What follows belongs to an exercise in optimizing a design on an open flow for small area, a short achievable clock period and few clock cycles per item; a production flow would make more cautious choices. Only simulation tests tie the RTL to the original design; equivalence was not proved. Power and IR drop assume default switching activity.

build 11:
// matrix_mul
module matrix_mul (
    input wire clk,
    input wire rst_n,
    input wire [127:0] matrix_a,
    input wire [127:0] matrix_b,
    input wire start,
    output wire done,
    output reg [255:0] result
);
    reg [4:0] st;
    assign done = ~|st;
    always @(posedge clk or negedge rst_n) begin
        if (!rst_n)
            st <= 5'b00001;
        else
            st <= {st[3], st[2], st[1], st[0] & start, (st[0] | done) & ~start};
    end
    reg [31:0] opa;    
    reg [31:0] opb;    
    reg [31:0] na, nb;
    integer r, k;
    always @(*) begin
        na = 32'd0;
        nb = 32'd0;
        for (r = 0; r < 4; r = r + 1)
            for (k = 0; k < 4; k = k + 1) begin
                na[r*8 +: 8] = na[r*8 +: 8] | (matrix_a[(r*4 + k)*8 +: 8] & {8{st[k]}});
                nb[r*8 +: 8] = nb[r*8 +: 8] | (matrix_b[(k*4 + r)*8 +: 8] & {8{st[k]}});
            end
    end
    always @(posedge clk) begin
        opa <= na;
        opb <= nb;
    end
    wire clear = st[0];
    wire first = 1'b0;
    wire [7:0] a0 = opa[7:0];
    wire [7:0] b0 = opb[7:0];
    wire [15:0] q0 = result[15:0] & {16{~first}};
    wire [15:0] n0;
    wire e0_s1 = (a0[0] & b0[5]) ^ (a0[1] & b0[4]);
    wire e0_c1 = (a0[0] & b0[5]) & (a0[1] & b0[4]);
    wire e0_s2 = (a0[0] & b0[6]) ^ (a0[1] & b0[5]) ^ (a0[2] & b0[4]);
    wire e0_c2 = ((a0[0] & b0[6]) & (a0[1] & b0[5])) | ((a0[0] & b0[6]) & (a0[2] & b0[4])) | ((a0[1] & b0[5]) & (a0[2] & b0[4]));
    wire e0_s3 = (a0[3] & b0[3]) ^ (a0[4] & b0[2]);
    wire e0_c3 = (a0[3] & b0[3]) & (a0[4] & b0[2]);
    wire e0_s4 = (a0[0] & b0[7]) ^ (a0[1] & b0[6]) ^ (a0[2] & b0[5]);
    wire e0_c4 = ((a0[0] & b0[7]) & (a0[1] & b0[6])) | ((a0[0] & b0[7]) & (a0[2] & b0[5])) | ((a0[1] & b0[6]) & (a0[2] & b0[5]));
    wire e0_s5 = (a0[3] & b0[4]) ^ (a0[4] & b0[3]) ^ (a0[5] & b0[2]);
  ...
Settings: LEC_CHECK=0, CAP_MARGIN=20, CORE_MARGIN=2, CORE_UTILIZATION=40, CTS_BUF_LIST=sky130_fd_sc_hd__clkbuf_4 sky130_fd_sc_hd__clkbuf_8, SETUP_SLACK_MARGIN=3.5, SLEW_MARGIN=20; clock period 8.0 ns.
standard.sh (not shown) runs the stock make flow with config.mk's settings and CLKGATE_MAP_FILE= SYNTH_SCRIPT=/design/flow/synth_recipe.tcl, a recipe that flattens the netlist after the stock synthesis.
==> flow/flow/run.sh <==
#!/bin/bash
# The standard layout with two changes:
#  - every input and output port gets a 1x buffer (sky130_fd_sc_hd__buf_1)
#    instead of the default delay buffer;
#  - after synthesis, flow/fa_polarity.tcl picks the polarity of each full
#    adder so that fewer inverters sit between adders (no register changes).
# make's output goes to standard.log; each ORFS step logs under orfs/logs/.
set -euo pipefail
export BUFFER_PORTS_ARGS="-buffer_cell sky130_fd_sc_hd__buf_1"
export POST_SYNTH_TCL="$PWD/flow/fa_polarity.tcl"
bash standard.sh finish > standard.log 2>&1
Other scripts of this flow, unchanged in this note and not shown: flow/flow/fa_polarity.tcl
Testbench counts of build 11, summed over its fixed seeds: cycles 1,784, items 256.
The following lists how build 2 was set up differently from build 11:
# build 11
export LEC_CHECK = 0
export CAP_MARGIN = 20
export CORE_MARGIN = 2
export CORE_UTILIZATION = 40
export CTS_BUF_LIST = sky130_fd_sc_hd__clkbuf_4 sky130_fd_sc_hd__clkbuf_8
export SETUP_SLACK_MARGIN = 3.5
export SLEW_MARGIN = 20
create_clock -name core_clock -period 8.0 [get_ports {clk}]
# build 2
export LEC_CHECK = 0
export CAP_MARGIN = 20
export CORE_MARGIN = 2
export CORE_UTILIZATION = 40
export CTS_BUF_LIST = sky130_fd_sc_hd__clkbuf_4 sky130_fd_sc_hd__clkbuf_8
export SETUP_SLACK_MARGIN = 3.5
export SLEW_MARGIN = 20
export TNS_END_PERCENT = 10
create_clock -name core_clock -period 8.0 [get_ports {clk}]
==> comparison <==
- Diff build 11..build 2 | overall track demand over capacity in global routing | negligible
- Compared with build 11, in build 2 first-pass GRT wire length was more or less identical, global routing usage on met2 was more or less identical, total power consumption of the routed design went down by 1.5%.
Relative to build 2, the following input files were edited for build 47:
# build 2
export LEC_CHECK = 0
export CAP_MARGIN = 20
export CORE_MARGIN = 2
export CORE_UTILIZATION = 40
export CTS_BUF_LIST = sky130_fd_sc_hd__clkbuf_4 sky130_fd_sc_hd__clkbuf_8
export SETUP_SLACK_MARGIN = 3.5
export SLEW_MARGIN = 20
export TNS_END_PERCENT = 10
create_clock -name core_clock -period 8.0 [get_ports {clk}]
# build 47
export LEC_CHECK = 0
export ABC_AREA = 1
export CAP_MARGIN = 20
export CORE_MARGIN = 2
export CORE_UTILIZATION = 40
export CTS_BUF_LIST = sky130_fd_sc_hd__clkbuf_4 sky130_fd_sc_hd__clkbuf_8
export SETUP_SLACK_MARGIN = 3.8
export SLEW_MARGIN = 20
create_clock -name core_clock -period 8.0 [get_ports {clk}]
Results
Relative to build 2, share of the final layout cell area in multi-input gates increased by 0.47 points in build 47.
Max logic gate share of total power across build 2 and build 47: build 47
Compared with build 2, in build 47 sequential share of cell area now sits lower; critical path's largest stage delay now sits higher; design area now sits higher; final period utilization now sits lower.
Delta (build 47 minus build 2): final-layout clock-cell area share fell 0.22 points; leakage power total picked up an extra about 15%; number of buffers other than clock buffers in the final layout dropped 55; highest clock frequency the design can meet now larger.
For build 54, these inputs were changed with respect to build 47:
# build 47
export LEC_CHECK = 0
export ABC_AREA = 1
export CAP_MARGIN = 20
export CORE_MARGIN = 2
export CORE_UTILIZATION = 40
export CTS_BUF_LIST = sky130_fd_sc_hd__clkbuf_4 sky130_fd_sc_hd__clkbuf_8
export SETUP_SLACK_MARGIN = 3.8
export SLEW_MARGIN = 20
create_clock -name core_clock -period 8.0 [get_ports {clk}]
# build 54
export LEC_CHECK = 0
export ABC_AREA = 1
export CAP_MARGIN = 20
export CORE_MARGIN = 2
export CORE_UTILIZATION = 40
export CTS_BUF_LIST = sky130_fd_sc_hd__clkbuf_4 sky130_fd_sc_hd__clkbuf_8
export SETUP_SLACK_MARGIN = 3.8
export SLEW_MARGIN = 20
export TNS_END_PERCENT = 5
create_clock -name core_clock -period 8.0 [get_ports {clk}]
--- outcome ---
- Wire length after detailed routing: build 47 vs build 54, no meaningful difference
- As far as via count of the routed design is concerned, build 47 and build 54 perform about the same.
- The final hold slack of build 47 and that of build 54 are within noise of each other.
- Build 54 can be clocked slower than build 47.

[re-timing with driven ports]
How much do the figures lean on ideal ports? The routed layouts below were timed once more, with nothing changed but the port constraints.
Step 1 sets driving cells, clkbuf_16 on the clock port and buf_2 on the other inputs (assumed; they add their load-dependent delay and slew).
Step 2 times the ports against the registers' clock, not the clock port: input delays grow and output delays shrink by t, the midpoint of the rising clock arrivals with the driver on.
a / b / c = ideal / step 1 / step 2; a / b = the first two.
run	t, ns	setup WS [ns]	worst setup path after step 2	worst slew at a driven data input, ns
build 11	0.784	3.584 / 3.584 / 3.584	register to register	0.26
build 2	0.780	3.540 / 3.540 / 3.540	register to register	0.27
build 47	0.792	4.012 / 4.012 / 4.012	register to register	0.07
build 54	0.794	3.997 / 3.997 / 3.997	register to register	0.07
After both steps every run listed still meets setup and hold.
